What follows belongs to an exercise in optimizing a design on an open flow for small area; a production flow would make more cautious choices. Function was not checked in any run shown here: the RTL went through the layout flow alone.

### flow/flow/run.sh
#!/bin/bash
# Layout flow: standard synthesis (for the register list), then the hand-mapped
# adder netlist generated by flow/gen.py from flow/plan.json replaces the
# synthesized netlist; the rest is the standard ORFS flow, with port buffers
# of the smallest buffer cell.
set -eo pipefail
R=orfs/results/sky130hd/conv1/base
bash standard.sh synth > std_synth.log 2>&1
cp $R/1_2_yosys.v std_1_2_yosys.v
python3 flow/gen.py flow/plan.json std_1_2_yosys.v hand_netlist.v > gen.log 2>&1
cp hand_netlist.v $R/1_2_yosys.v
rm -f $R/1_synth.odb
bash standard.sh BUFFER_PORTS_ARGS="-buffer_cell sky130_fd_sc_hd__buf_1" PLACE_PINS_ARGS="-min_distance 1 -min_distance_in_tracks" finish > std_finish.log 2>&1
### flow/flow/gen.py
# Generates the hand-mapped gate netlist for conv1 from plan.json.
# usage: python3 gen.py plan.json std_netlist.v out_netlist.v
import json, sys, re, random, os
sys.path.insert(0, os.path.dirname(os.path.abspath(__file__)))
from nlgen3 import generate, write
plan = json.load(open(sys.argv[1]))
std = open(sys.argv[2]).read()
ffs = re.findall(r"sky130_fd_sc_hd__(dfxtp_\d)\s+(\\\S+|\S+)\s*\(", std)
stdnames = set(n for t, n in ffs)
# register-bit signatures from random simulation of the plan
M = 0xFFFF
rnd = random.Random(1)
N = 256
sigs = {}
vals = []
for t in range(N):
    x = [rnd.randrange(65536) for _ in range(6)]
    v = {f"i{j}": x[j] for j in range(6)}
    for nd in plan['nodes']:
        if nd['stage'] != 'A': continue
        op = lambda n, i: (~v[n]) & M if i else v[n]
        if nd.get('type') == 'inc': v[nd['name']] = (op(nd['a'], nd['inva']) + 1) & M
        else: v[nd['name']] = (sum(op(s_, i_) for s_, i_ in nd['ops']) + nd['const']) & M
    vals.append({r['name']: v[r['src']] for r in plan['regs']})
def sig(r, i): return tuple((vals[t][r] >> i) & 1 for t in range(N))
def ffn(r, i): return f"\\{r}[{i}]$_DFF_P_"
alias = {}
present = {}
for r in plan['regs']:
    for i in range(16):
        s = sig(r['name'], i)
        if ffn(r['name'], i) in stdnames: present.setdefault(s, (r['name'], i))
for r in plan['regs']:
    for i in range(16):
        if ffn(r['name'], i) not in stdnames:
            s = sig(r['name'], i)
            assert s in present, ('missing reg bit', r['name'], i)
            alias[(r['name'], i)] = present[s]
def ffname(r, i):
    if r == 'vld_r': return "\\vld_r$_DFF_P_ "
    return ffn(r, i) + " "
nl, assigns = generate(plan, ffname=ffname, alias=alias)
mine = len(re.findall(r"dfxtp_1", "\n".join(nl.lines)))
print('std ffs', len(ffs), 'mine', mine, 'aliases', alias)
assert mine == len(ffs)
write(nl, assigns, sys.argv[3])
print('area', round(nl.area, 1))
### flow/flow/nlgen3.py
# generic hand-mapped netlist generator: nodes list from plan (A nodes, regs, B nodes, inc nodes)
import json, sys, re
P='sky130_fd_sc_hd__'
AREA={'inv_1':3.7536,'xor2_1':8.7584,'xnor2_1':8.7584,'nand2_1':3.7536,'nor2_1':3.7536,'and2_0':6.256,'or2_0':6.256,
      'nor2b_1':6.256,'nand2b_1':6.256,'a21oi_1':5.0048,'o21ai_1':5.0048,'fa_1':20.0192,'dfxtp_1':20.0192,'conb_1':3.7536}
class NL:
    def __init__(s): s.lines=[]; s.n=0; s.area=0.0; s.cnt={}; s.nets=set()
    def net(s,hint=None):
        s.n+=1; nm=f"{hint}_{s.n}" if hint else f"_w{s.n}_"; s.nets.add(nm); return nm
    def cell(s,typ,pins,name=None):
        s.n+=1; nm=name or f"_c{s.n}_"
        s.lines.append(f"  {P}{typ} {nm} ("+", ".join(f".{k}({v})" for k,v in pins.items())+");")
        s.area+=AREA[typ]; s.cnt[typ]=s.cnt.get(typ,0)+1
    def g(s,typ,ins,outpin='Y',hint=None):
        o=s.net(hint); d=dict(ins); d[outpin]=o; s.cell(typ,d); return o
def inv(nl,x): return (nl.g('inv_1',{'A':x[0]}),x[1]^1)
def xor_sig(nl,x,y,want,hint=None):
    par=x[1]^y[1]^want
    if par==0: return (nl.g('xor2_1',{'A':x[0],'B':y[0]},'X',hint),want)
    return (nl.g('xnor2_1',{'A':x[0],'B':y[0]},'Y',hint),want)
def and_sig(nl,x,y,want):
    (nx,px),(ny,py)=x,y
    if want==0:
        if px and py: return (nl.g('nor2_1',{'A':nx,'B':ny}),0)
        if not px and not py: return (nl.g('and2_0',{'A':nx,'B':ny},'X'),0)
        if px: return (nl.g('nor2b_1',{'A':nx,'B_N':ny}),0)
        return (nl.g('nor2b_1',{'A':ny,'B_N':nx}),0)
    else:
        if not px and not py: return (nl.g('nand2_1',{'A':nx,'B':ny}),1)
        if px and py: return (nl.g('or2_0',{'A':nx,'B':ny},'X'),1)
        if px: return (nl.g('nand2b_1',{'A_N':nx,'B':ny}),1)
        return (nl.g('nand2b_1',{'A_N':ny,'B':nx}),1)
def or_sig(nl,x,y,want):
    r=and_sig(nl,(x[0],x[1]^1),(y[0],y[1]^1),want^1); return (r[0],want)
def pref(i,kf,c1pol=0):
    base=c1pol if kf<=1 else 0
    if i==0: return 1-base
    if i<kf: return 0
    if i==15: return None
    return 1-(base^((i-kf)%2))
def add_chain(nl,A,B,lo,cin,kf,wants,forced,c1pol,nm):
    """sum of A+B (lists for bits lo..15) with carry-in cin=('c',0/1) or ('s',signal). returns sum signals"""
    bits=[]; c=None
    n=len(A)
    for j in range(n):
        i=lo+j; a=A[j]; b=B[j]; w=wants[i]
        first=(j==0)
        if first and cin[0]=='c':
            c0=cin[1]
            s=xor_sig(nl,a,b,w^c0,hint=f"{nm}_sb{i}"); s=(s[0],s[1]^c0); bits.append(s)
            if i<15:
                cw=c1pol if kf<=1 else 0
                c=or_sig(nl,a,b,cw) if c0 else and_sig(nl,a,b,cw)
            continue
        if first: c=cin[1]
        if i<kf and i<15:
            P0=1 if (a[1]+b[1]+c[1])>=2 else 0
            ins=[x if x[1]==P0 else inv(nl,x) for x in (a,b,c)]
            so=nl.net(f"{nm}_sb{i}"); co=nl.net()
            nl.cell('fa_1',{'A':ins[0][0],'B':ins[1][0],'CIN':ins[2][0],'COUT':co,'SUM':so})
            s=(so,P0)
            if w!=P0 and forced: s=inv(nl,s)
            bits.append(s); c=(co,P0)
        elif i<15:
            if c[1]==0:
                t=xor_sig(nl,a,b,0); gg=and_sig(nl,a,b,0)
                cn=(nl.g('a21oi_1',{'A1':t[0],'A2':c[0],'B1':gg[0]}),1)
            else:
                t=xor_sig(nl,a,b,1); gg=and_sig(nl,a,b,1)
                cn=(nl.g('o21ai_1',{'A1':t[0],'A2':c[0],'B1':gg[0]}),0)
            bits.append(xor_sig(nl,t,c,w,hint=f"{nm}_sb{i}")); c=cn
        else:
            t=xor_sig(nl,a,b,0); bits.append(xor_sig(nl,t,c,w,hint=f"{nm}_sb{i}"))
    return bits
def generate(plan, ffname=None, kfdef=1, alias=None):
    """plan: dict with 'nodes' (ordered list: {name,stage,a,inva,b,invb,c0,kf} or {name,type:'inc',a,inva}),
       'regs': [{name,src}], 'outs': [name or None]"""
    nl=NL()
    sig={}
    for j in range(6): sig[f"i{j}"]=[(f"in[{16*j+i}]",0) for i in range(16)]
    nodes=plan['nodes']; regs=plan['regs']; outs=plan['outs']
    regnames={r['name'] for r in regs}
    forced0=set(r['src'] for r in regs)|set(o for o in outs if o)
    # consumer preferences
    cons={}
    for nd in nodes:
        if 'ops' in nd:
            for src,inv_ in nd['ops']:
                cons.setdefault(src,[]).append((nd.get('kf',kfdef),inv_,'csa' if len(nd['ops'])==3 else 'add',nd.get('c1pol',0)))
            continue
        for side in ('a','b'):
            src=nd.get(side)
            if src is None: continue
            inv_=nd.get('inv'+side,False)
            cons.setdefault(src,[]).append((nd.get('kf',kfdef),inv_,nd.get('type','add'),nd.get('c1pol',0)))
    def want_pol(name,i):
        if name in forced0: return 0
        votes=[0,0]
        for kf,inv_,typ,c1p in cons.get(name,[]):
            if typ=='inc': continue
            if typ=='csa':
                votes[int(inv_)]+=1; continue
            p=pref(i,kf,c1p)
            if p is None: continue
            votes[p^int(inv_)]+=1
        return 1 if votes[1]>votes[0] else 0
    def emit_regs(stage_done):
        pass
    ffcount=0
    # vld
    vd=nl.g('nor2b_1',{'A':'reset','B_N':'vld_in'})
    nl.cell('dfxtp_1',{'CLK':'clock','D':vd,'Q':'vld_q'},name=ffname('vld_r',None) if ffname else "\\vld_r$_DFF_P_ ")
    nl.nets.add('vld_q')
    regs_emitted=False
    def do_regs():
        for r in regs:
            bits=[]
            for i in range(16):
                s=sig[r['src']][i]
                if s[1]!=0: s=inv(nl,s)
                if alias and (r['name'],i) in alias:
                    r2,i2=alias[(r['name'],i)]
                    bits.append((f"{r2}_q{i2}",0)); continue
                q=f"{r['name']}_q{i}"; nl.nets.add(q)
                nm=ffname(r['name'],i) if ffname else f"\\{r['name']}[{i}]$_DFF_P_ "
                nl.cell('dfxtp_1',{'CLK':'clock','D':s[0],'Q':q},name=nm)
                bits.append((q,0))
            sig[r['name']]=bits
    for nd in nodes:
        if nd.get('stage')=='B' and not regs_emitted:
            do_regs(); regs_emitted=True
        nm=nd['name']; kf=nd.get('kf',kfdef)
        if nd.get('type')=='inc':
            A=[(s[0],s[1]^int(nd['inva'])) for s in sig[nd['a']]]
            bits=[]; c=None
            for i in range(16):
                a=A[i]; w=want_pol(nm,i)
                if i==0:
                    bits.append((a[0],a[1]^1) if w==(a[1]^1) else inv(nl,(a[0],a[1]^1)))
                    c=a
                else:
                    bits.append(xor_sig(nl,a,c,w))
                    if i<15: c=and_sig(nl,a,c,c[1]^1)
            sig[nm]=bits; continue
        ops=nd.get('ops') or [(nd['a'],nd['inva']),(nd['b'],nd['invb'])]
        OPS=[[(s[0],s[1]^int(iv)) for s in sig[src]] for src,iv in ops]
        c0=nd.get('const',nd.get('c0',0))
        wants=[want_pol(nm,i) for i in range(16)]
        if len(OPS)==2:
            A,B=OPS
            bits=add_chain(nl,A,B,0,('c',c0),kf,wants,nm in forced0,nd.get('c1pol',0),nm)
        else:
            X_,Y_,Z_=OPS
            sbits=[];kbits=[None]
            for i in range(16):
                x,y,z=X_[i],Y_[i],Z_[i]
                if i<15:
                    P0=1 if (x[1]+y[1]+z[1])>=2 else 0
                    ins=[q if q[1]==P0 else inv(nl,q) for q in (x,y,z)]
                    so=nl.net(); co=nl.net()
                    nl.cell('fa_1',{'A':ins[0][0],'B':ins[1][0],'CIN':ins[2][0],'COUT':co,'SUM':so})
                    sbits.append((so,P0)); kbits.append((co,P0))
                else:
                    t=xor_sig(nl,x,y,0); sbits.append(xor_sig(nl,t,z,0))
            # CPA: A=sbits, B=[b0]+kbits[1:], const c0 = b0+cin
            A=sbits; B=kbits
            if c0==0:
                b0=A[0]; bits=[b0 if b0[1]==wants[0] or True else b0]
                rest=add_chain(nl,A[1:],B[1:],1,('c',0),kf,wants,nm in forced0,nd.get('c1pol',0),nm)
            elif c0==2:
                bits=[A[0]]
                rest=add_chain(nl,A[1:],B[1:],1,('c',1),kf,wants,nm in forced0,nd.get('c1pol',0),nm)
            else:
                bits=[(A[0][0],A[0][1]^1)]
                rest=add_chain(nl,A[1:],B[1:],1,('s',A[0]),kf,wants,nm in forced0,nd.get('c1pol',0),nm)
            bits=bits+rest
        A,B=OPS[0],OPS[1]
        sig[nm]=bits
        nd['_opol']=[[x[1] for x in A],[x[1] for x in B]]
    if not regs_emitted: do_regs()
    assigns=[]
    for k,o in enumerate(outs):
        for i in range(16):
            port=f"out[{16*k+i}]"
            if o is None: assigns.append((port,None)); continue
            s=sig[o][i]
            if s[1]!=0: s=inv(nl,s)
            assigns.append((port,s[0]))
    return nl,assigns
def write(nl,assigns,fn):
    L=["module conv1 (clock, reset, vld_in, in, vld_out, out);","  input clock;","  input reset;","  input vld_in;","  input [95:0] in;","  output vld_out;","  output [1023:0] out;"]
    if any(s is None for _,s in assigns):
        nl.cell('conb_1',{'LO':'zlo','HI':'zhi'}); nl.nets|={'zlo','zhi'}
    for n in sorted(nl.nets): L.append(f"  wire {n};")
    L+=nl.lines
    L.append("  assign vld_out = vld_q;")
    for p,s in assigns: L.append(f"  assign {p} = {s if s else 'zlo'};")
    L.append("endmodule")
    open(fn,'w').write("\n".join(L)+"\n")

def optimize(plan, iters=4, **kw):
    best=None
    for it in range(iters+1):
        nl,assigns=generate(plan,**kw)
        if best is None or nl.area<best[0]:
            best=(nl.area,nl,assigns,[nd.get('c1pol',0) for nd in plan['nodes']])
        # choose c1pol per node given operand polarities
        for nd in plan['nodes']:
            if nd.get('type')=='inc' or '_opol' not in nd: continue
            kf=nd.get('kf',kw.get('kfdef',1))
            if kf>1: nd['c1pol']=0; continue
            pa,pb=nd['_opol']
            cost=[0,0]
            for c1 in (0,1):
                for i in range(15):
                    w=pref(i,kf,c1)
                    if w is None: continue
                    if not (pa[i]==w and pb[i]==w): cost[c1]+=1
            nd['c1pol']=0 if cost[0]<=cost[1] else 1
    for nd,c in zip(plan['nodes'],best[3]): nd['c1pol']=c
    return best[1],best[2]
### flow/flow/plan.json
{"nodes": [{"name": "a0", "stage": "A", "ops": [["i2", false], ["i3", true]], "const": 0, "lvl": 1, "kf": 5, "_opol": [[0, 0, 0, 0, 0, 0, 0, 0, 0, 0, 0, 0, 0, 0, 0, 0], [1, 1, 1, 1, 1, 1, 1, 1, 1, 1, 1, 1, 1, 1, 1, 1]]}, {"name": "a1", "stage": "A", "ops": [["i1", true], ["i5", false]], "const": 1, "lvl": 1, "kf": 5, "_opol": [[1, 1, 1, 1, 1, 1, 1, 1, 1, 1, 1, 1, 1, 1, 1, 1], [0, 0, 0, 0, 0, 0, 0, 0, 0, 0, 0, 0, 0, 0, 0, 0]]}, {"name": "a2", "stage": "A", "ops": [["i4", false], ["i5", true]], "const": 1, "lvl": 1, "kf": 1, "_opol": [[0, 0, 0, 0, 0, 0, 0, 0, 0, 0, 0, 0, 0, 0, 0, 0], [1, 1, 1, 1, 1, 1, 1, 1, 1, 1, 1, 1, 1, 1, 1, 1]]}, {"name": "a3", "stage": "A", "ops": [["i3", false], ["i4", false]], "const": 0, "lvl": 1, "kf": 5, "_opol": [[0, 0, 0, 0, 0, 0, 0, 0, 0, 0, 0, 0, 0, 0, 0, 0], [0, 0, 0, 0, 0, 0, 0, 0, 0, 0, 0, 0, 0, 0, 0, 0]]}, {"name": "a4", "stage": "A", "ops": [["i0", false], ["i1", false]], "const": 0, "lvl": 1, "kf": 4, "_opol": [[0, 0, 0, 0, 0, 0, 0, 0, 0, 0, 0, 0, 0, 0, 0, 0], [0, 0, 0, 0, 0, 0, 0, 0, 0, 0, 0, 0, 0, 0, 0, 0]]}, {"name": "a5", "stage": "A", "ops": [["i2", false], ["i3", false]], "const": 0, "lvl": 1, "kf": 3, "_opol": [[0, 0, 0, 0, 0, 0, 0, 0, 0, 0, 0, 0, 0, 0, 0, 0], [0, 0, 0, 0, 0, 0, 0, 0, 0, 0, 0, 0, 0, 0, 0, 0]]}, {"name": "a6", "stage": "A", "ops": [["i0", false], ["a5", false]], "const": 0, "lvl": 2, "kf": 3, "_opol": [[0, 0, 0, 0, 0, 0, 0, 0, 0, 0, 0, 0, 0, 0, 0, 0], [1, 0, 0, 1, 0, 1, 0, 1, 0, 1, 0, 1, 0, 1, 0, 0]]}, {"name": "a7", "stage": "A", "ops": [["i2", true], ["a3", false]], "const": 1, "lvl": 2, "kf": 5, "_opol": [[1, 1, 1, 1, 1, 1, 1, 1, 1, 1, 1, 1, 1, 1, 1, 1], [0, 0, 0, 0, 0, 0, 0, 0, 0, 0, 0, 0, 0, 0, 0, 0]]}, {"name": "a8", "stage": "A", "ops": [["i1", false], ["i2", true]], "const": 0, "lvl": 1, "kf": 3, "_opol": [[0, 0, 0, 0, 0, 0, 0, 0, 0, 0, 0, 0, 0, 0, 0, 0], [1, 1, 1, 1, 1, 1, 1, 1, 1, 1, 1, 1, 1, 1, 1, 1]]}, {"name": "a9", "stage": "A", "ops": [["i0", false], ["a8", true]], "const": 0, "lvl": 2, "kf": 3, "_opol": [[0, 0, 0, 0, 0, 0, 0, 0, 0, 0, 0, 0, 0, 0, 0, 0], [1, 1, 1, 1, 0, 1, 0, 1, 0, 1, 0, 1, 0, 1, 0, 1]]}, {"name": "a10", "stage": "A", "ops": [["i2", false], ["i5", false]], "const": 0, "lvl": 1, "kf": 4, "_opol": [[0, 0, 0, 0, 0, 0, 0, 0, 0, 0, 0, 0, 0, 0, 0, 0], [0, 0, 0, 0, 0, 0, 0, 0, 0, 0, 0, 0, 0, 0, 0, 0]]}, {"name": "a11", "stage": "A", "ops": [["i1", false], ["a10", false]], "const": 0, "lvl": 2, "kf": 5, "_opol": [[0, 0, 0, 0, 0, 0, 0, 0, 0, 0, 0, 0, 0, 0, 0, 0], [1, 0, 0, 0, 0, 0, 0, 0, 0, 0, 0, 0, 0, 0, 0, 0]]}, {"name": "a12", "stage": "A", "ops": [["i0", false], ["a2", false]], "const": 0, "lvl": 2, "kf": 1, "_opol": [[0, 0, 0, 0, 0, 0, 0, 0, 0, 0, 0, 0, 0, 0, 0, 0], [0, 0, 0, 0, 0, 0, 0, 0, 0, 0, 0, 0, 0, 0, 0, 0]]}, {"name": "a13", "stage": "A", "ops": [["i4", false], ["a0", false]], "const": 1, "lvl": 2, "kf": 5, "_opol": [[0, 0, 0, 0, 0, 0, 0, 0, 0, 0, 0, 0, 0, 0, 0, 0], [0, 0, 0, 0, 0, 0, 0, 0, 0, 0, 0, 0, 0, 0, 0, 0]]}, {"name": "a14", "stage": "A", "ops": [["i0", false], ["a1", true]], "const": 1, "lvl": 2, "kf": 5, "_opol": [[0, 0, 0, 0, 0, 0, 0, 0, 0, 0, 0, 0, 0, 0, 0, 0], [1, 1, 1, 1, 1, 1, 1, 1, 1, 1, 1, 1, 1, 1, 1, 1]]}, {"name": "a15", "stage": "A", "ops": [["a2", false], ["a4", true]], "const": 1, "lvl": 2, "kf": 4, "_opol": [[0, 0, 0, 0, 0, 0, 0, 0, 0, 0, 0, 0, 0, 0, 0, 0], [1, 1, 1, 1, 1, 1, 1, 1, 1, 1, 1, 1, 1, 1, 1, 1]]}, {"name": "a16", "stage": "A", "ops": [["i4", false], ["a10", false]], "const": 0, "lvl": 2, "kf": 4, "_opol": [[0, 0, 0, 0, 0, 0, 0, 0, 0, 0, 0, 0, 0, 0, 0, 0], [1, 0, 0, 0, 0, 0, 0, 0, 0, 0, 0, 0, 0, 0, 0, 0]]}, {"name": "a17", "stage": "A", "ops": [["i0", false], ["a16", false]], "const": 0, "lvl": 3, "kf": 4, "_opol": [[0, 0, 0, 0, 0, 0, 0, 0, 0, 0, 0, 0, 0, 0, 0, 0], [1, 0, 0, 0, 1, 0, 1, 0, 1, 0, 1, 0, 1, 0, 1, 0]]}, {"name": "a18", "stage": "A", "ops": [["a5", false], ["a12", true]], "const": 1, "lvl": 3, "kf": 1, "_opol": [[1, 0, 0, 1, 0, 1, 0, 1, 0, 1, 0, 1, 0, 1, 0, 0], [1, 1, 1, 1, 1, 1, 1, 1, 1, 1, 1, 1, 1, 1, 1, 1]]}, {"name": "a19", "stage": "A", "ops": [["a8", true], ["a18", true]], "const": 1, "lvl": 4, "kf": 1, "_opol": [[1, 1, 1, 1, 0, 1, 0, 1, 0, 1, 0, 1, 0, 1, 0, 1], [1, 1, 1, 1, 1, 1, 1, 1, 1, 1, 1, 1, 1, 1, 1, 1]]}, {"name": "a20", "stage": "A", "ops": [["a1", false], ["a6", true]], "const": 1, "lvl": 3, "kf": 3, "_opol": [[0, 0, 0, 0, 0, 0, 0, 0, 0, 0, 0, 0, 0, 0, 0, 0], [1, 1, 1, 1, 1, 1, 1, 1, 1, 1, 1, 1, 1, 1, 1, 1]]}, {"name": "a21", "stage": "A", "ops": [["a2", true], ["a9", false]], "const": 1, "lvl": 3, "kf": 3, "_opol": [[1, 1, 1, 1, 1, 1, 1, 1, 1, 1, 1, 1, 1, 1, 1, 1], [0, 0, 0, 0, 0, 0, 0, 0, 0, 0, 0, 0, 0, 0, 0, 0]]}, {"name": "a22", "stage": "A", "ops": [["a5", true], ["a15", true]], "const": 1, "lvl": 3, "kf": 4, "_opol": [[0, 1, 1, 0, 1, 0, 1, 0, 1, 0, 1, 0, 1, 0, 1, 1], [1, 1, 1, 1, 1, 1, 1, 1, 1, 1, 1, 1, 1, 1, 1, 1]]}, {"name": "b0", "stage": "B", "ops": [["r9", false], ["r10", true]], "const": 1, "lvl": 1, "kf": 1, "_opol": [[0, 0, 0, 0, 0, 0, 0, 0, 0, 0, 0, 0, 0, 0, 0, 0], [1, 1, 1, 1, 1, 1, 1, 1, 1, 1, 1, 1, 1, 1, 1, 1]]}, {"name": "b1", "stage": "B", "ops": [["r4", true], ["r17", false]], "const": 1, "lvl": 1, "kf": 2, "_opol": [[1, 1, 1, 1, 1, 1, 1, 1, 1, 1, 1, 1, 1, 1, 1, 1], [0, 0, 0, 0, 0, 0, 0, 0, 0, 0, 0, 0, 0, 0, 0, 0]]}, {"name": "b2", "stage": "B", "ops": [["r9", false], ["r11", true]], "const": 1, "lvl": 1, "kf": 2, "_opol": [[0, 0, 0, 0, 0, 0, 0, 0, 0, 0, 0, 0, 0, 0, 0, 0], [1, 1, 1, 1, 1, 1, 1, 1, 1, 1, 1, 1, 1, 1, 1, 1]]}, {"name": "b3", "stage": "B", "ops": [["r9", false], ["r20", false]], "const": 0, "lvl": 1, "kf": 2, "_opol": [[0, 0, 0, 0, 0, 0, 0, 0, 0, 0, 0, 0, 0, 0, 0, 0], [0, 0, 0, 0, 0, 0, 0, 0, 0, 0, 0, 0, 0, 0, 0, 0]]}, {"name": "b4", "stage": "B", "ops": [["r4", false], ["r12", true]], "const": 1, "lvl": 1, "kf": 2, "_opol": [[0, 0, 0, 0, 0, 0, 0, 0, 0, 0, 0, 0, 0, 0, 0, 0], [1, 1, 1, 1, 1, 1, 1, 1, 1, 1, 1, 1, 1, 1, 1, 1]]}, {"name": "b5", "stage": "B", "ops": [["r9", false], ["r4", false], ["r14", true]], "const": 1, "lvl": 1, "kf": 1, "_opol": [[0, 0, 0, 0, 0, 0, 0, 0, 0, 0, 0, 0, 0, 0, 0, 0], [0, 0, 0, 0, 0, 0, 0, 0, 0, 0, 0, 0, 0, 0, 0, 0]]}, {"name": "b6", "stage": "B", "ops": [["r17", true], ["r19", false]], "const": 1, "lvl": 1, "kf": 2, "_opol": [[1, 1, 1, 1, 1, 1, 1, 1, 1, 1, 1, 1, 1, 1, 1, 1], [0, 0, 0, 0, 0, 0, 0, 0, 0, 0, 0, 0, 0, 0, 0, 0]]}, {"name": "b7", "stage": "B", "ops": [["r0", false], ["r13", true]], "const": 1, "lvl": 1, "kf": 1, "_opol": [[0, 0, 0, 0, 0, 0, 0, 0, 0, 0, 0, 0, 0, 0, 0, 0], [1, 1, 1, 1, 1, 1, 1, 1, 1, 1, 1, 1, 1, 1, 1, 1]]}, {"name": "b8", "stage": "B", "ops": [["r5", true], ["r10", true]], "const": 1, "lvl": 1, "kf": 1, "_opol": [[1, 1, 1, 1, 1, 1, 1, 1, 1, 1, 1, 1, 1, 1, 1, 1], [1, 1, 1, 1, 1, 1, 1, 1, 1, 1, 1, 1, 1, 1, 1, 1]]}, {"name": "b8_inc", "stage": "B", "type": "inc", "a": "b8", "inva": false, "lvl": 2, "kf": 1}, {"name": "b9", "stage": "B", "ops": [["r8", true], ["r20", false]], "const": 1, "lvl": 1, "kf": 1, "_opol": [[1, 1, 1, 1, 1, 1, 1, 1, 1, 1, 1, 1, 1, 1, 1, 1], [0, 0, 0, 0, 0, 0, 0, 0, 0, 0, 0, 0, 0, 0, 0, 0]]}, {"name": "b10", "stage": "B", "ops": [["r7", false], ["r17", true]], "const": 1, "lvl": 1, "kf": 2, "_opol": [[0, 0, 0, 0, 0, 0, 0, 0, 0, 0, 0, 0, 0, 0, 0, 0], [1, 1, 1, 1, 1, 1, 1, 1, 1, 1, 1, 1, 1, 1, 1, 1]]}, {"name": "b11", "stage": "B", "ops": [["r8", true], ["r13", false]], "const": 1, "lvl": 1, "kf": 1, "_opol": [[1, 1, 1, 1, 1, 1, 1, 1, 1, 1, 1, 1, 1, 1, 1, 1], [0, 0, 0, 0, 0, 0, 0, 0, 0, 0, 0, 0, 0, 0, 0, 0]]}, {"name": "b12", "stage": "B", "ops": [["r1", false], ["r8", true]], "const": 1, "lvl": 1, "kf": 1, "_opol": [[0, 0, 0, 0, 0, 0, 0, 0, 0, 0, 0, 0, 0, 0, 0, 0], [1, 1, 1, 1, 1, 1, 1, 1, 1, 1, 1, 1, 1, 1, 1, 1]]}, {"name": "b12_inc", "stage": "B", "type": "inc", "a": "b12", "inva": false, "lvl": 2, "kf": 1}, {"name": "b13", "stage": "B", "ops": [["r8", false], ["r11", true]], "const": 1, "lvl": 1, "kf": 1, "_opol": [[0, 0, 0, 0, 0, 0, 0, 0, 0, 0, 0, 0, 0, 0, 0, 0], [1, 1, 1, 1, 1, 1, 1, 1, 1, 1, 1, 1, 1, 1, 1, 1]]}, {"name": "b14", "stage": "B", "ops": [["r0", false], ["r13", false]], "const": 0, "lvl": 1, "kf": 1, "_opol": [[0, 0, 0, 0, 0, 0, 0, 0, 0, 0, 0, 0, 0, 0, 0, 0], [0, 0, 0, 0, 0, 0, 0, 0, 0, 0, 0, 0, 0, 0, 0, 0]]}, {"name": "b15", "stage": "B", "ops": [["r8", false], ["r10", true]], "const": 1, "lvl": 1, "kf": 1, "_opol": [[0, 0, 0, 0, 0, 0, 0, 0, 0, 0, 0, 0, 0, 0, 0, 0], [1, 1, 1, 1, 1, 1, 1, 1, 1, 1, 1, 1, 1, 1, 1, 1]]}, {"name": "b16", "stage": "B", "ops": [["r15", false], ["r20", true]], "const": 1, "lvl": 1, "kf": 2, "_opol": [[0, 0, 0, 0, 0, 0, 0, 0, 0, 0, 0, 0, 0, 0, 0, 0], [1, 1, 1, 1, 1, 1, 1, 1, 1, 1, 1, 1, 1, 1, 1, 1]]}, {"name": "b17", "stage": "B", "ops": [["r6", true], ["r13", true], ["r15", false]], "const": 2, "lvl": 1, "kf": 1, "_opol": [[1, 1, 1, 1, 1, 1, 1, 1, 1, 1, 1, 1, 1, 1, 1, 1], [1, 1, 1, 1, 1, 1, 1, 1, 1, 1, 1, 1, 1, 1, 1, 1]]}, {"name": "b18", "stage": "B", "ops": [["r1", true], ["r21", false]], "const": 0, "lvl": 1, "kf": 2, "_opol": [[1, 1, 1, 1, 1, 1, 1, 1, 1, 1, 1, 1, 1, 1, 1, 1], [0, 0, 0, 0, 0, 0, 0, 0, 0, 0, 0, 0, 0, 0, 0, 0]]}, {"name": "b19", "stage": "B", "ops": [["r4", true], ["r8", false]], "const": 1, "lvl": 1, "kf": 1, "_opol": [[1, 1, 1, 1, 1, 1, 1, 1, 1, 1, 1, 1, 1, 1, 1, 1], [0, 0, 0, 0, 0, 0, 0, 0, 0, 0, 0, 0, 0, 0, 0, 0]]}, {"name": "b20", "stage": "B", "ops": [["r6", true], ["r7", true]], "const": 1, "lvl": 1, "kf": 1, "_opol": [[1, 1, 1, 1, 1, 1, 1, 1, 1, 1, 1, 1, 1, 1, 1, 1], [1, 1, 1, 1, 1, 1, 1, 1, 1, 1, 1, 1, 1, 1, 1, 1]]}, {"name": "b20_inc", "stage": "B", "type": "inc", "a": "b20", "inva": false, "lvl": 2, "kf": 1}, {"name": "b21", "stage": "B", "ops": [["r15", true], ["r20", true]], "const": 1, "lvl": 1, "kf": 1, "_opol": [[1, 1, 1, 1, 1, 1, 1, 1, 1, 1, 1, 1, 1, 1, 1, 1], [1, 1, 1, 1, 1, 1, 1, 1, 1, 1, 1, 1, 1, 1, 1, 1]]}, {"name": "b21_inc", "stage": "B", "type": "inc", "a": "b21", "inva": false, "lvl": 2, "kf": 1}, {"name": "b22", "stage": "B", "ops": [["r7", true], ["r9", true]], "const": 1, "lvl": 1, "kf": 1, "_opol": [[1, 1, 1, 1, 1, 1, 1, 1, 1, 1, 1, 1, 1, 1, 1, 1], [1, 1, 1, 1, 1, 1, 1, 1, 1, 1, 1, 1, 1, 1, 1, 1]]}, {"name": "b22_inc", "stage": "B", "type": "inc", "a": "b22", "inva": false, "lvl": 2, "kf": 1}, {"name": "b23", "stage": "B", "ops": [["r0", true], ["r17", false]], "const": 1, "lvl": 1, "kf": 1, "_opol": [[1, 1, 1, 1, 1, 1, 1, 1, 1, 1, 1, 1, 1, 1, 1, 1], [0, 0, 0, 0, 0, 0, 0, 0, 0, 0, 0, 0, 0, 0, 0, 0]]}, {"name": "b24", "stage": "B", "ops": [["r7", true], ["r11", true]], "const": 1, "lvl": 1, "kf": 1, "_opol": [[1, 1, 1, 1, 1, 1, 1, 1, 1, 1, 1, 1, 1, 1, 1, 1], [1, 1, 1, 1, 1, 1, 1, 1, 1, 1, 1, 1, 1, 1, 1, 1]]}, {"name": "b24_inc", "stage": "B", "type": "inc", "a": "b24", "inva": false, "lvl": 2, "kf": 1}, {"name": "b25", "stage": "B", "ops": [["r11", true], ["r8", true], ["r19", false]], "const": 2, "lvl": 1, "kf": 1, "_opol": [[1, 1, 1, 1, 1, 1, 1, 1, 1, 1, 1, 1, 1, 1, 1, 1], [1, 1, 1, 1, 1, 1, 1, 1, 1, 1, 1, 1, 1, 1, 1, 1]]}, {"name": "b26", "stage": "B", "ops": [["r9", false], ["r13", false], ["r12", true]], "const": 1, "lvl": 1, "kf": 1, "_opol": [[0, 0, 0, 0, 0, 0, 0, 0, 0, 0, 0, 0, 0, 0, 0, 0], [0, 0, 0, 0, 0, 0, 0, 0, 0, 0, 0, 0, 0, 0, 0, 0]]}, {"name": "b27", "stage": "B", "ops": [["r1", false], ["r12", true]], "const": 1, "lvl": 1, "kf": 1, "_opol": [[0, 0, 0, 0, 0, 0, 0, 0, 0, 0, 0, 0, 0, 0, 0, 0], [1, 1, 1, 1, 1, 1, 1, 1, 1, 1, 1, 1, 1, 1, 1, 1]]}, {"name": "b27_inc", "stage": "B", "type": "inc", "a": "b27", "inva": false, "lvl": 2, "kf": 1}, {"name": "b28", "stage": "B", "ops": [["r11", true], ["r12", false]], "const": 1, "lvl": 1, "kf": 2, "_opol": [[1, 1, 1, 1, 1, 1, 1, 1, 1, 1, 1, 1, 1, 1, 1, 1], [0, 0, 0, 0, 0, 0, 0, 0, 0, 0, 0, 0, 0, 0, 0, 0]]}, {"name": "b29", "stage": "B", "ops": [["r0", false], ["r15", false]], "const": 0, "lvl": 1, "kf": 1, "_opol": [[0, 0, 0, 0, 0, 0, 0, 0, 0, 0, 0, 0, 0, 0, 0, 0], [0, 0, 0, 0, 0, 0, 0, 0, 0, 0, 0, 0, 0, 0, 0, 0]]}, {"name": "b30", "stage": "B", "ops": [["r0", true], ["r14", false]], "const": 1, "lvl": 1, "kf": 1, "_opol": [[1, 1, 1, 1, 1, 1, 1, 1, 1, 1, 1, 1, 1, 1, 1, 1], [0, 0, 0, 0, 0, 0, 0, 0, 0, 0, 0, 0, 0, 0, 0, 0]]}, {"name": "b31", "stage": "B", "ops": [["r6", true], ["r12", false]], "const": 1, "lvl": 1, "kf": 2, "_opol": [[1, 1, 1, 1, 1, 1, 1, 1, 1, 1, 1, 1, 1, 1, 1, 1], [0, 0, 0, 0, 0, 0, 0, 0, 0, 0, 0, 0, 0, 0, 0, 0]]}, {"name": "b32", "stage": "B", "ops": [["r1", true], ["r12", true]], "const": 1, "lvl": 1, "kf": 3, "_opol": [[1, 1, 1, 1, 1, 1, 1, 1, 1, 1, 1, 1, 1, 1, 1, 1], [1, 1, 1, 1, 1, 1, 1, 1, 1, 1, 1, 1, 1, 1, 1, 1]]}, {"name": "b33", "stage": "B", "ops": [["r5", true], ["r7", false]], "const": 1, "lvl": 1, "kf": 2, "_opol": [[1, 1, 1, 1, 1, 1, 1, 1, 1, 1, 1, 1, 1, 1, 1, 1], [0, 0, 0, 0, 0, 0, 0, 0, 0, 0, 0, 0, 0, 0, 0, 0]]}, {"name": "b34", "stage": "B", "ops": [["r4", true], ["r10", false]], "const": 1, "lvl": 1, "kf": 1, "_opol": [[1, 1, 1, 1, 1, 1, 1, 1, 1, 1, 1, 1, 1, 1, 1, 1], [0, 0, 0, 0, 0, 0, 0, 0, 0, 0, 0, 0, 0, 0, 0, 0]]}, {"name": "b35", "stage": "B", "ops": [["r4", true], ["r9", false]], "const": 1, "lvl": 1, "kf": 2, "_opol": [[1, 1, 1, 1, 1, 1, 1, 1, 1, 1, 1, 1, 1, 1, 1, 1], [0, 0, 0, 0, 0, 0, 0, 0, 0, 0, 0, 0, 0, 0, 0, 0]]}, {"name": "b36", "stage": "B", "ops": [["r0", false], ["r3", true]], "const": 1, "lvl": 1, "kf": 1, "_opol": [[0, 0, 0, 0, 0, 0, 0, 0, 0, 0, 0, 0, 0, 0, 0, 0], [1, 1, 1, 1, 1, 1, 1, 1, 1, 1, 1, 1, 1, 1, 1, 1]]}, {"name": "b37", "stage": "B", "ops": [["r13", false], ["r14", true]], "const": 1, "lvl": 1, "kf": 2, "_opol": [[0, 0, 0, 0, 0, 0, 0, 0, 0, 0, 0, 0, 0, 0, 0, 0], [1, 1, 1, 1, 1, 1, 1, 1, 1, 1, 1, 1, 1, 1, 1, 1]]}, {"name": "b38", "stage": "B", "ops": [["r1", true], ["r19", false]], "const": 0, "lvl": 1, "kf": 1, "_opol": [[1, 1, 1, 1, 1, 1, 1, 1, 1, 1, 1, 1, 1, 1, 1, 1], [0, 0, 0, 0, 0, 0, 0, 0, 0, 0, 0, 0, 0, 0, 0, 0]]}, {"name": "b39", "stage": "B", "ops": [["r10", false], ["r6", false], ["r2", true]], "const": 1, "lvl": 1, "kf": 1, "_opol": [[0, 0, 0, 0, 0, 0, 0, 0, 0, 0, 0, 0, 0, 0, 0, 0], [0, 0, 0, 0, 0, 0, 0, 0, 0, 0, 0, 0, 0, 0, 0, 0]]}, {"name": "b40", "stage": "B", "ops": [["r10", true], ["r14", false]], "const": 1, "lvl": 1, "kf": 1, "_opol": [[1, 1, 1, 1, 1, 1, 1, 1, 1, 1, 1, 1, 1, 1, 1, 1], [0, 0, 0, 0, 0, 0, 0, 0, 0, 0, 0, 0, 0, 0, 0, 0]]}, {"name": "b41", "stage": "B", "ops": [["r1", true], ["r2", false]], "const": 0, "lvl": 1, "kf": 2, "_opol": [[1, 1, 1, 1, 1, 1, 1, 1, 1, 1, 1, 1, 1, 1, 1, 1], [0, 0, 0, 0, 0, 0, 0, 0, 0, 0, 0, 0, 0, 0, 0, 0]]}, {"name": "b42", "stage": "B", "ops": [["r1", true], ["r14", true]], "const": 1, "lvl": 1, "kf": 3, "_opol": [[1, 1, 1, 1, 1, 1, 1, 1, 1, 1, 1, 1, 1, 1, 1, 1], [1, 1, 1, 1, 1, 1, 1, 1, 1, 1, 1, 1, 1, 1, 1, 1]]}, {"name": "b43", "stage": "B", "ops": [["r10", false], ["r13", false], ["r2", true]], "const": 1, "lvl": 1, "kf": 1, "_opol": [[0, 0, 0, 0, 0, 0, 0, 0, 0, 0, 0, 0, 0, 0, 0, 0], [0, 0, 0, 0, 0, 0, 0, 0, 0, 0, 0, 0, 0, 0, 0, 0]]}, {"name": "b44", "stage": "B", "ops": [["r11", true], ["r18", true]], "const": 1, "lvl": 1, "kf": 1, "_opol": [[1, 1, 1, 1, 1, 1, 1, 1, 1, 1, 1, 1, 1, 1, 1, 1], [1, 1, 1, 1, 1, 1, 1, 1, 1, 1, 1, 1, 1, 1, 1, 1]]}, {"name": "b44_inc", "stage": "B", "type": "inc", "a": "b44", "inva": false, "lvl": 2, "kf": 1}, {"name": "b45", "stage": "B", "ops": [["r9", false], ["r20", true], ["r14", true]], "const": 2, "lvl": 1, "kf": 1, "_opol": [[0, 0, 0, 0, 0, 0, 0, 0, 0, 0, 0, 0, 0, 0, 0, 0], [1, 1, 1, 1, 1, 1, 1, 1, 1, 1, 1, 1, 1, 1, 1, 1]]}, {"name": "b46", "stage": "B", "ops": [["r0", false], ["r17", false]], "const": 0, "lvl": 1, "kf": 1, "_opol": [[0, 0, 0, 0, 0, 0, 0, 0, 0, 0, 0, 0, 0, 0, 0, 0], [0, 0, 0, 0, 0, 0, 0, 0, 0, 0, 0, 0, 0, 0, 0, 0]]}, {"name": "b47", "stage": "B", "ops": [["r10", true], ["r18", false]], "const": 1, "lvl": 1, "kf": 1, "_opol": [[1, 1, 1, 1, 1, 1, 1, 1, 1, 1, 1, 1, 1, 1, 1, 1], [0, 0, 0, 0, 0, 0, 0, 0, 0, 0, 0, 0, 0, 0, 0, 0]]}, {"name": "b48", "stage": "B", "ops": [["r15", true], ["r12", false], ["r17", false]], "const": 1, "lvl": 1, "kf": 1, "_opol": [[1, 1, 1, 1, 1, 1, 1, 1, 1, 1, 1, 1, 1, 1, 1, 1], [0, 0, 0, 0, 0, 0, 0, 0, 0, 0, 0, 0, 0, 0, 0, 0]]}, {"name": "a22_inc", "stage": "B", "type": "inc", "a": "r16", "inva": false, "lvl": 1, "kf": 1}], "regs": [{"name": "r0", "src": "i1"}, {"name": "r1", "src": "a0"}, {"name": "r2", "src": "a15"}, {"name": "r3", "src": "a18"}, {"name": "r4", "src": "a6"}, {"name": "r5", "src": "a1"}, {"name": "r6", "src": "a7"}, {"name": "r7", "src": "a9"}, {"name": "r8", "src": "a11"}, {"name": "r9", "src": "a2"}, {"name": "r10", "src": "i4"}, {"name": "r11", "src": "a3"}, {"name": "r12", "src": "a12"}, {"name": "r13", "src": "a13"}, {"name": "r14", "src": "a14"}, {"name": "r15", "src": "a19"}, {"name": "r16", "src": "a22"}, {"name": "r17", "src": "a17"}, {"name": "r18", "src": "a20"}, {"name": "r19", "src": "a4"}, {"name": "r20", "src": "i2"}, {"name": "r21", "src": "a21"}], "outs": ["b43", "b33", "r21", "b29", "b45", "r2", "b6", "b2", "b9", "b15", "b32", "b17", "b21_inc", "b23", "b16", "b34", "b3", "r0", "b37", "r17", "b19", "b0", "b46", "b26", "b28", "r15", "r5", "b40", "r14", "b24_inc", "b30", "b39", "b10", "b18", "b35", "b38", "r3", "b42", "b27_inc", "b31", "b22_inc", "b7", "b12_inc", "b13", "b38", "r8", "b41", "b36", "a22_inc", "b47", null, "b1", "r18", "b4", "b44_inc", "r6", "b12_inc", "b14", "b11", "b48", "b20_inc", "b25", "b5", "b8_inc"], "cost": 24760, "conf": 1}
### flow/standard.sh
#!/bin/bash
# synth_recipe.tcl (not shown) runs the flow's synth.tcl, then flattens the netlist and writes it again
# the make line also repeats each setting of config.mk as NAME=value (left out here)
make -C /OpenROAD-flow-scripts/flow DESIGN_CONFIG=/design/flow/config.mk WORK_HOME=/design/flow/orfs CLKGATE_MAP_FILE= SYNTH_SCRIPT=/design/flow/synth_recipe.tcl "${@:-finish}"
### flow/config.mk
export PLATFORM = sky130hd
export DESIGN_NAME = conv1
export DESIGN_NICKNAME = conv1
export VERILOG_FILES = /design/flow/design.v
export SDC_FILE = /design/flow/constraint.sdc
export NUM_CORES = 8
export LEC_CHECK = 0
export CAP_MARGIN = 20
export CORE_MARGIN = 2
export CORE_UTILIZATION = 40
export CTS_CLUSTER_DIAMETER = 120
export CTS_CLUSTER_SIZE = 40
export SLEW_MARGIN = 20
### flow/constraint.sdc
create_clock -name core_clock -period 6.0 [get_ports {clock}]
set_input_delay 1.2000 -clock core_clock [delete_from_list [all_inputs] [get_ports {clock}]]
set_output_delay 1.2000 -clock core_clock [all_outputs]
set_load 0.01 [all_outputs]
### flow/design.v
module conv1 (
  input clock,
  input reset,
  input vld_in,
  input [5:0][15:0] in,
  output vld_out,
  output [63:0][15:0] out
);
  reg vld_r;
  always @(posedge clock) vld_r <= vld_in & ~reset;
  assign vld_out = vld_r;
  wire [15:0] i0 = in[0];
  wire [15:0] i1 = in[1];
  wire [15:0] i2 = in[2];
  wire [15:0] i3 = in[3];
  wire [15:0] i4 = in[4];
  wire [15:0] i5 = in[5];
  wire [15:0] a0 = i2 + ~i3;
  wire [15:0] a1 = ~i1 + i5 + 16'd1;
  wire [15:0] a2 = i4 + ~i5 + 16'd1;
  wire [15:0] a3 = i3 + i4;
  wire [15:0] a4 = i0 + i1;
  wire [15:0] a5 = i2 + i3;
  wire [15:0] a6 = i0 + a5;
  wire [15:0] a7 = ~i2 + a3 + 16'd1;
  wire [15:0] a8 = i1 + ~i2;
  wire [15:0] a9 = i0 + ~a8;
  wire [15:0] a10 = i2 + i5;
  wire [15:0] a11 = i1 + a10;
  wire [15:0] a12 = i0 + a2;
  wire [15:0] a13 = i4 + a0 + 16'd1;
  wire [15:0] a14 = i0 + ~a1 + 16'd1;
  wire [15:0] a15 = a2 + ~a4 + 16'd1;
  wire [15:0] a16 = i4 + a10;
  wire [15:0] a17 = i0 + a16;
  wire [15:0] a18 = a5 + ~a12 + 16'd1;
  wire [15:0] a19 = ~a8 + ~a18 + 16'd1;
  wire [15:0] a20 = a1 + ~a6 + 16'd1;
  wire [15:0] a21 = ~a2 + a9 + 16'd1;
  wire [15:0] a22 = ~a5 + ~a15 + 16'd1;
  reg [15:0] r0;
  always @(posedge clock) r0 <= i1;
  reg [15:0] r1;
  always @(posedge clock) r1 <= a0;
  reg [15:0] r2;
  always @(posedge clock) r2 <= a15;
  reg [15:0] r3;
  always @(posedge clock) r3 <= a18;
  reg [15:0] r4;
  always @(posedge clock) r4 <= a6;
  reg [15:0] r5;
  always @(posedge clock) r5 <= a1;
  reg [15:0] r6;
  always @(posedge clock) r6 <= a7;
  reg [15:0] r7;
  always @(posedge clock) r7 <= a9;
  reg [15:0] r8;
  always @(posedge clock) r8 <= a11;
  reg [15:0] r9;
  always @(posedge clock) r9 <= a2;
  reg [15:0] r10;
  always @(posedge clock) r10 <= i4;
  reg [15:0] r11;
  always @(posedge clock) r11 <= a3;
  reg [15:0] r12;
  always @(posedge clock) r12 <= a12;
  reg [15:0] r13;
  always @(posedge clock) r13 <= a13;
  reg [15:0] r14;
  always @(posedge clock) r14 <= a14;
  reg [15:0] r15;
  always @(posedge clock) r15 <= a19;
  reg [15:0] r16;
  always @(posedge clock) r16 <= a22;
  reg [15:0] r17;
  always @(posedge clock) r17 <= a17;
  reg [15:0] r18;
  always @(posedge clock) r18 <= a20;
  reg [15:0] r19;
  always @(posedge clock) r19 <= a4;
  reg [15:0] r20;
  always @(posedge clock) r20 <= i2;
  reg [15:0] r21;
  always @(posedge clock) r21 <= a21;
  wire [15:0] b0 = r9 + ~r10 + 16'd1;
  wire [15:0] b1 = ~r4 + r17 + 16'd1;
  wire [15:0] b2 = r9 + ~r11 + 16'd1;
  wire [15:0] b3 = r9 + r20;
  wire [15:0] b4 = r4 + ~r12 + 16'd1;
  wire [15:0] b5 = r9 + r4 + ~r14 + 16'd1;
  wire [15:0] b6 = ~r17 + r19 + 16'd1;
  wire [15:0] b7 = r0 + ~r13 + 16'd1;
  wire [15:0] b8 = ~r5 + ~r10 + 16'd1;
  wire [15:0] b8_inc = b8 + 16'd1;
  wire [15:0] b9 = ~r8 + r20 + 16'd1;
  wire [15:0] b10 = r7 + ~r17 + 16'd1;
  wire [15:0] b11 = ~r8 + r13 + 16'd1;
  wire [15:0] b12 = r1 + ~r8 + 16'd1;
  wire [15:0] b12_inc = b12 + 16'd1;
  wire [15:0] b13 = r8 + ~r11 + 16'd1;
  wire [15:0] b14 = r0 + r13;
  wire [15:0] b15 = r8 + ~r10 + 16'd1;
  wire [15:0] b16 = r15 + ~r20 + 16'd1;
  wire [15:0] b17 = ~r6 + ~r13 + r15 + 16'd2;
  wire [15:0] b18 = ~r1 + r21;
  wire [15:0] b19 = ~r4 + r8 + 16'd1;
  wire [15:0] b20 = ~r6 + ~r7 + 16'd1;
  wire [15:0] b20_inc = b20 + 16'd1;
  wire [15:0] b21 = ~r15 + ~r20 + 16'd1;
  wire [15:0] b21_inc = b21 + 16'd1;
  wire [15:0] b22 = ~r7 + ~r9 + 16'd1;
  wire [15:0] b22_inc = b22 + 16'd1;
  wire [15:0] b23 = ~r0 + r17 + 16'd1;
  wire [15:0] b24 = ~r7 + ~r11 + 16'd1;
  wire [15:0] b24_inc = b24 + 16'd1;
  wire [15:0] b25 = ~r11 + ~r8 + r19 + 16'd2;
  wire [15:0] b26 = r9 + r13 + ~r12 + 16'd1;
  wire [15:0] b27 = r1 + ~r12 + 16'd1;
  wire [15:0] b27_inc = b27 + 16'd1;
  wire [15:0] b28 = ~r11 + r12 + 16'd1;
  wire [15:0] b29 = r0 + r15;
  wire [15:0] b30 = ~r0 + r14 + 16'd1;
  wire [15:0] b31 = ~r6 + r12 + 16'd1;
  wire [15:0] b32 = ~r1 + ~r12 + 16'd1;
  wire [15:0] b33 = ~r5 + r7 + 16'd1;
  wire [15:0] b34 = ~r4 + r10 + 16'd1;
  wire [15:0] b35 = ~r4 + r9 + 16'd1;
  wire [15:0] b36 = r0 + ~r3 + 16'd1;
  wire [15:0] b37 = r13 + ~r14 + 16'd1;
  wire [15:0] b38 = ~r1 + r19;
  wire [15:0] b39 = r10 + r6 + ~r2 + 16'd1;
  wire [15:0] b40 = ~r10 + r14 + 16'd1;
  wire [15:0] b41 = ~r1 + r2;
  wire [15:0] b42 = ~r1 + ~r14 + 16'd1;
  wire [15:0] b43 = r10 + r13 + ~r2 + 16'd1;
  wire [15:0] b44 = ~r11 + ~r18 + 16'd1;
  wire [15:0] b44_inc = b44 + 16'd1;
  wire [15:0] b45 = r9 + ~r20 + ~r14 + 16'd2;
  wire [15:0] b46 = r0 + r17;
  wire [15:0] b47 = ~r10 + r18 + 16'd1;
  wire [15:0] b48 = ~r15 + r12 + r17 + 16'd1;
  wire [15:0] a22_inc = r16 + 16'd1;
  assign out[0] = b43;
  assign out[1] = b33;
  assign out[2] = r21;
  assign out[3] = b29;
  assign out[4] = b45;
  assign out[5] = r2;
  assign out[6] = b6;
  assign out[7] = b2;
  assign out[8] = b9;
  assign out[9] = b15;
  assign out[10] = b32;
  assign out[11] = b17;
  assign out[12] = b21_inc;
  assign out[13] = b23;
  assign out[14] = b16;
  assign out[15] = b34;
  assign out[16] = b3;
  assign out[17] = r0;
  assign out[18] = b37;
  assign out[19] = r17;
  assign out[20] = b19;
  assign out[21] = b0;
  assign out[22] = b46;
  assign out[23] = b26;
  assign out[24] = b28;
  assign out[25] = r15;
  assign out[26] = r5;
  assign out[27] = b40;
  assign out[28] = r14;
  assign out[29] = b24_inc;
  assign out[30] = b30;
  assign out[31] = b39;
  assign out[32] = b10;
  assign out[33] = b18;
  assign out[34] = b35;
  assign out[35] = b38;
  assign out[36] = r3;
  assign out[37] = b42;
  assign out[38] = b27_inc;
  assign out[39] = b31;
  assign out[40] = b22_inc;
  assign out[41] = b7;
  assign out[42] = b12_inc;
  assign out[43] = b13;
  assign out[44] = b38;
  assign out[45] = r8;
  assign out[46] = b41;
  assign out[47] = b36;
  assign out[48] = a22_inc;
  assign out[49] = b47;
  assign out[50] = 16'd0;
  assign out[51] = b1;
  assign out[52] = r18;
  assign out[53] = b4;
  assign out[54] = b44_inc;
  assign out[55] = r6;
  assign out[56] = b12_inc;
  assign out[57] = b14;
  assign out[58] = b11;
  assign out[59] = b48;
  assign out[60] = b20_inc;
  assign out[61] = b25;
  assign out[62] = b5;
  assign out[63] = b8_inc;
endmodule
==> run summary, run 1 <==
- Grt total ovfl: 5
- GR Util All Layers: a little under two fifths
- Number of synthesis warnings: 1
- Gate Count Post-Synth: between 5,000 and 6,000
- Starting Density: between 40% and 50%
- Global-route wire length before repair: between 200,000 and 300,000 µm
- Stopping stage: global routing (5_1_grt)
- Maximum root-to-sink buffer count: 3
- Post-CTS Hold Buffers: 0
- Die span in x: about 330 µm
- Mean area per synthesized cell: between 8 and 9 µm²
- HPWL Detailed: around 180,000 µm
- Ports: approximately 1,100
- Clock root cell: clkbuf_16
- Largest net degree at the start of global routing: 36
- Die height: between 300 and 400 µm
- Gpl congestion: around 1.0
- H-tree depth: 1
- Number of global-route vias before repair: roughly 40,000
- First Err: [ERROR GRT-0116] Global routing finished with congestion. Check the congestion regions in the DRC Viewer.
- Mapped cell area: 0.04210 mm²
- Site row count: 119
- Post-Place Worst Slack: -588.0 ps
- Number of port buffers: between 1,000 and 1,500
- Outcome: aborted with a tool error
- CTS Buf Count: 18
[stage by stage]
step | area [µm²] | util (%) | setup TNS [ps] | instances
after CTS | 54780 | 52.26 | 0 | 8277
after detailed placement | 53490 | 51.03 | -9936 | 8242
after global placement | 53490 | 51.03 | -8868 | 8242
after floorplan | 42160 | - | 0 | 5025
[what timing repair did]
item,in CTS
buffers inserted,4
gates resized for setup,180
setup endpoints to repair,124
pin swaps,12
[routing by layer]
layer  GRT usage (%)  GRT overflow
met1           44.18             0
met2           59.81             3
met3           7.007             0
met4           26.12             2
met5          0.5324             0
[worst max-delay path by stage]
stage           start       end
2_1_floorplan  in[80]   r17[15]
3_3_place_gp   in[81]   r15[15]
3_5_place_dp   in[81]   r15[15]
4_1_cts         r1[0]  out[719]
==> run 2: changes to the inputs <==
--- a/flow/config.mk
+++ b/flow/config.mk
@@ -8,6 +8,4 @@
 export CAP_MARGIN = 20
 export CORE_MARGIN = 2
 export CORE_UTILIZATION = 40
-export CTS_CLUSTER_DIAMETER = 120
-export CTS_CLUSTER_SIZE = 40
 export SLEW_MARGIN = 20
==> run 2 against run 1 <==
Synthesized cell count unchanged. The run again fails in global routing (5_1_grt). Synthesized area unchanged.
==> run summary, run 2 <==
- Global-route wire length before repair: approximately 290,000 µm
- First Err: [ERROR GRT-0116] Global routing finished with congestion. Check the congestion regions in the DRC Viewer.
- Mean area per synthesized cell: 8.404 µm² (unchanged)
- Number of global-route vias before repair: about 41,000
- Dpl cells: 8,242 (unchanged)
- Starting Density: 40.17% (unchanged)
- H-tree depth: 2 (+1)
- Gate Count Post-Synth: 5,010 (unchanged)
- Largest net degree at the start of global routing: 16
- Stopping stage: global routing (5_1_grt)
- Die height: 328.4 µm (unchanged)
- Grt total ovfl: 4
- GR Util All Layers: a little under two fifths
- Maximum root-to-sink buffer count: 3 (unchanged)
- Number of synthesis warnings: 1 (unchanged)
- HPWL Detailed: 176,900 µm (unchanged)
- Gpl congestion: 1.045 (unchanged)
- Ports: 1,124 (unchanged)
- CTS Buf Count: 46 (+28)
- Mapped cell area: 0.04210 mm² (unchanged)
- Site row count: 119 (unchanged)
- Clock root cell: clkbuf_16
- Outcome: aborted with a tool error
- Die span in x: 328.4 µm (unchanged)
- Number of port buffers: 1,107 (unchanged)
-- run 2: how the worst max path moves through the flow --
stage | endpoint | slack (ps) | depth (start not counted)
floorplan | r17[15] | 510 | 18
global placement | r15[15] | -540 | 25
detailed placement | r15[15] | -590 | 25
CTS | out[991] | 2 | 21
-- run 2: metal layers --
layer  overflow  GRT usage (%)
met5          0         0.6211
met3          0          6.947
met2          3          60.05
met4          1          27.28
met1          0          44.80
-- run 2: repair_timing --
item | CTS
setup buffers | 5
hold endpoints to repair | 0
pin swaps | 12
gates resized for setup | 189
endpoints found under the setup margin | 129
hold buffers | 0
-- run 2: per-stage QoR --
stage / TNS (ps) / hold WS (ps) / area, µm² / setup WS [ps]
floorplan: 0 / 1228 / 42160 / 511.1
global placement: -8868 / 1352 / 53490 / -538.1
detailed placement: -9936 / 1364 / 53490 / -588.0
CTS: 0 / 701.8 / 55790 / 1.503
==> run 3: changes to the inputs <==
--- a/flow/flow/nlgen3.py
+++ b/flow/flow/nlgen3.py
@@ -63,10 +63,20 @@
             bits.append(s); c=(co,P0)
         elif i<15:
             if c[1]==0:
-                t=xor_sig(nl,a,b,0); gg=and_sig(nl,a,b,0)
+                t=xor_sig(nl,a,b,0)
+                if a[1]==1 and b[1]==1: gg=(nl.g('nor2_1',{'A':a[0],'B':b[0]}),0)
+                elif a[1]==1 or b[1]==1:
+                    x=a if a[1]==1 else b
+                    gg=(nl.g('nor2_1',{'A':x[0],'B':t[0]}),0)
+                else: gg=and_sig(nl,a,b,0)
                 cn=(nl.g('a21oi_1',{'A1':t[0],'A2':c[0],'B1':gg[0]}),1)
             else:
-                t=xor_sig(nl,a,b,1); gg=and_sig(nl,a,b,1)
+                t=xor_sig(nl,a,b,1)
+                if a[1]==0 and b[1]==0: gg=(nl.g('nand2_1',{'A':a[0],'B':b[0]}),1)
+                elif a[1]==0 or b[1]==0:
+                    x=a if a[1]==0 else b
+                    gg=(nl.g('nand2_1',{'A':x[0],'B':t[0]}),1)
+                else: gg=and_sig(nl,a,b,1)
                 cn=(nl.g('o21ai_1',{'A1':t[0],'A2':c[0],'B1':gg[0]}),0)
             bits.append(xor_sig(nl,t,c,w,hint=f"{nm}_sb{i}")); c=cn
         else:
@@ -80,7 +90,9 @@
     for j in range(6): sig[f"i{j}"]=[(f"in[{16*j+i}]",0) for i in range(16)]
     nodes=plan['nodes']; regs=plan['regs']; outs=plan['outs']
     regnames={r['name'] for r in regs}
-    forced0=set(r['src'] for r in regs)|set(o for o in outs if o)
+    forced0=set(o for o in outs if o)
+    usemask=plan.get('usemask',False)
+    if not usemask: forced0|=set(r['src'] for r in regs)
     # consumer preferences
     cons={}
     for nd in nodes:
@@ -93,7 +105,28 @@
             if src is None: continue
             inv_=nd.get('inv'+side,False)
             cons.setdefault(src,[]).append((nd.get('kf',kfdef),inv_,nd.get('type','add'),nd.get('c1pol',0)))
+    def want_pol_raw(name,i):
+        votes=[0,0]
+        for kf,inv_,typ,c1p in cons.get(name,[]):
+            if typ=='inc': continue
+            if typ=='csa':
+                votes[int(inv_)]+=1; continue
+            p=pref(i,kf,c1p)
+            if p is None: continue
+            votes[p^int(inv_)]+=1
+        return 1 if votes[1]>votes[0] else 0
+    srcmask={}
+    if usemask:
+        for r in regs:
+            if r['name'] in forced0: r['mask']=0
+            else:
+                m=0
+                for i in range(16):
+                    m|=want_pol_raw(r['name'],i)<<i
+                r['mask']=m
+            srcmask.setdefault(r['src'],[]).append(r['mask'])
     def want_pol(name,i):
+        if name in srcmask: return (srcmask[name][0]>>i)&1
         if name in forced0: return 0
         votes=[0,0]
         for kf,inv_,typ,c1p in cons.get(name,[]):
@@ -117,14 +150,15 @@
             bits=[]
             for i in range(16):
                 s=sig[r['src']][i]
-                if s[1]!=0: s=inv(nl,s)
+                mk=(r.get('mask',0)>>i)&1
+                if s[1]!=mk: s=inv(nl,s)
                 if alias and (r['name'],i) in alias:
                     r2,i2=alias[(r['name'],i)]
                     bits.append((f"{r2}_q{i2}",0)); continue
                 q=f"{r['name']}_q{i}"; nl.nets.add(q)
                 nm=ffname(r['name'],i) if ffname else f"\\{r['name']}[{i}]$_DFF_P_ "
                 nl.cell('dfxtp_1',{'CLK':'clock','D':s[0],'Q':q},name=nm)
-                bits.append((q,0))
+                bits.append((q,mk))
             sig[r['name']]=bits
     for nd in nodes:
         if nd.get('stage')=='B' and not regs_emitted:
--- a/flow/config.mk
+++ b/flow/config.mk
@@ -7,5 +7,6 @@
 export LEC_CHECK = 0
 export CAP_MARGIN = 20
 export CORE_MARGIN = 2
-export CORE_UTILIZATION = 40
+export CORE_UTILIZATION = 55
+export GPL_TIMING_DRIVEN = 0
 export SLEW_MARGIN = 20
==> run 3 against run 2 <==
The layout now fails its checks (negative setup slack). Synthesized area decreased by 3.2%. Synthesized cell count is the same.
==> run summary, run 3 <==
- Outcome: finished with violations
- Blocking Checks: negative setup slack
- WL final: roughly 180,000 µm
- TNS Setup: -10.54 ps
- Antenna-violating nets left: 0
- Dpl cells: 7,091 (-14%)
- Post-Layout Cell Count: between 7,000 and 8,000
- Gpl congestion: 1.060 (+1.4%)
- Endpoint, Worst Hold: vld_r
- Required time worst endpoint: 6530 ps
- Maxcap violations: 0
- Worst Setup Start Kind: input port
- Post-CTS Hold Buffers: 0 (unchanged)
- Most frequent cells in the layout: 1,436 x xor2_1, 1,095 x buf_1, 603 x xnor2_1, 450 x nand2_1, 366 x nor2_1
- Core area: 0.07321 mm²
- Die area: between 0.07 and 0.08 mm²
- Site row count: 99 (-17%)
- Max Slew Vio Count: 0
- RSZ-0062 raised after global routing: true
- M3 GR Usage: 9.929%
- Via count: just over 40,000
- Final hold violations: 0
- Layout Utilization: about 71%
- Vias per cell: 5.666
- Number of synthesis warnings: 1 (unchanged)
- CTS sink count: around 350
- Actual slew at the worst max-slew pin: 1146 ps
- DR iter-0 viols: 3,951
- Fill cell count: roughly 6,100
- WHS Path Cells: 2
- Hold crit path type: in -> reg
- # nets final: 6,566
- 1st-pass router iterations: 5
- Post-Place Worst Slack: -1658 ps (-1070 ps)
- Final Setup Violations: 1
- Global-route wire length before repair: 249,600 µm
- Initial antenna violation count: 10
- Drt wl/cell: 25.03 µm
- Most used routing layer: met2
- M2 GR Usage: between 60 and 70%
- Area grow syn2layout: 27.33%
- Crit path DAT: between 6000 and 7000 ps
- Worst setup margin: -10.54 ps
- Gate Count Post-Synth: 5,010 (unchanged)
- Die height: 276.3 µm (-16%)
- DRC violations left: 0
- Maximum root-to-sink buffer count: 3 (unchanged)
- Mean area per synthesized cell: 8.139 µm² (-3.2%)
- Relative slew slack: between 20% and 30%
- HPWL Detailed: 148,300 µm (-16%)
- Ports: 1,124 (unchanged)
- Critical path type: in -> reg
- Mapped cell area: 0.04077 mm² (-3.2%)
- CTS tree: done
- Number of port buffers: 1,107 (unchanged)
- Met1 Resource Use GR: between 60% and 70%
- Critical path endpoint category: register
- Clock-pin slew on the worst setup and hold paths: 60 ps
- Crit share post-route: 100.2%
- Max Fclk: roughly 0.17 GHz
- Clock root cell: clkbuf_16
- CTS Buf Count: 45 (-2.2%)
- Largest net degree at the start of global routing: 16
- H-tree depth: 2 (unchanged)
- Post-route minimum period: 6011 ps
- Grt total ovfl: 0
- Share of cells above drive strength 1: 12.81%
- CP max FO: 5
- Hold Path Origin: reset
- Commonest non-fill, non-tap cell in the layout: xor2_1
- Hold Slack: around 740 ps
- Number of global-route vias before repair: 36,510
- Die span in x: 276.3 µm (-16%)
- Starting Density: 55.70% (+16 points)
- GR Util All Layers: roughly 45%
run 3: what timing repair did:
item                                    4_1_cts  5_1_grt
setup buffers                                51       41
endpoints found under the setup margin      168      117
pin swaps                                    28       49
gates resized for setup                     337      403
run 3: metal layers:
metal	up-vias	wire, µm
met1	19740	72310
met3	504	21010
met4	16	13800
met5	-	116
li1	18380	-
met2	2521	74640
run 3: critical path: stages:
cell,delay (ps)
buf_2,200
inv_1,100
fa_1,470
fa_1,430
fa_1,440
fa_1,490
a21oi_2,270
o21ai_1,170
a21oi_2,330
o21ai_1,210
a21oi_2,220
o21ai_1,190
a21oi_2,250
buf_4,170
xor2_4,200
xor2_1,310
nand2_1,130
o21ai_1,210
a21oi_1,150
o21ai_1,210
xor2_1,190
run 3: area by class of cell:
| type | instances | area, µm² | area share, % |
|---|---|---|---|
| Antenna cell | 5 | 12.51 | 0.02410 |
| Clock buffer | 59 | 1240 | 2.388 |
| Clock inverter | 19 | 234.0 | 0.4507 |
| Inverter | 188 | 705.7 | 1.359 |
| Multi-Input combinational cell | 4484 | 36370 | 70.05 |
| Sequential cell | 353 | 7231 | 13.93 |
| Tap cell | 959 | 1200 | 2.311 |
| Timing Repair Buffer | 1199 | 4928 | 9.493 |
run 3: metrics by stage:
step,area (µm²)
final,51920
after global routing,51920
after CTS,49480
after detailed placement,46190
after global placement,46190
after floorplan,40830
run 3: worst max path at each step:
stage	from	endpoint	slack (ps)	cells past startpoint
floorplan	in[16]	r16[15]	430	21
CTS	r17[1]	out[111]	0.3	17
global route	in[65]	r15[15]	-280	25
detailed placement	in[65]	r15[15]	-1660	24
global placement	in[65]	r15[15]	-1620	24
finish	in[17]	r14[15]	-10	21

-- re-timing with driven ports --
No port has a modelled driver above. Below, the same layout with a new extraction and two added sets of constraints.
Step 1, drivers: a clkbuf_16 drives clock and a buf_2 each remaining input, both assumed.
Step 2 times the ports against the registers' clock, not the clock port: input delays grow and output delays shrink by t, the midpoint of the rising clock arrivals with the driver on.
a / b / c = no drivers / after step 1 / after step 2; a / b = the first two.
run: run 3
t, ns: 0.669
setup WS [ns]: -0.011 / 0.017 / -0.652
worst hold slack (ns): 0.743 / 0.695 / 1.363
worst slew at a driven data input, ns: 0.09
cell pins on the clock port's net: 1
For run 3, drivers alone change the setup slack by +0.028 ns; drivers and shift together by -0.641 ns.
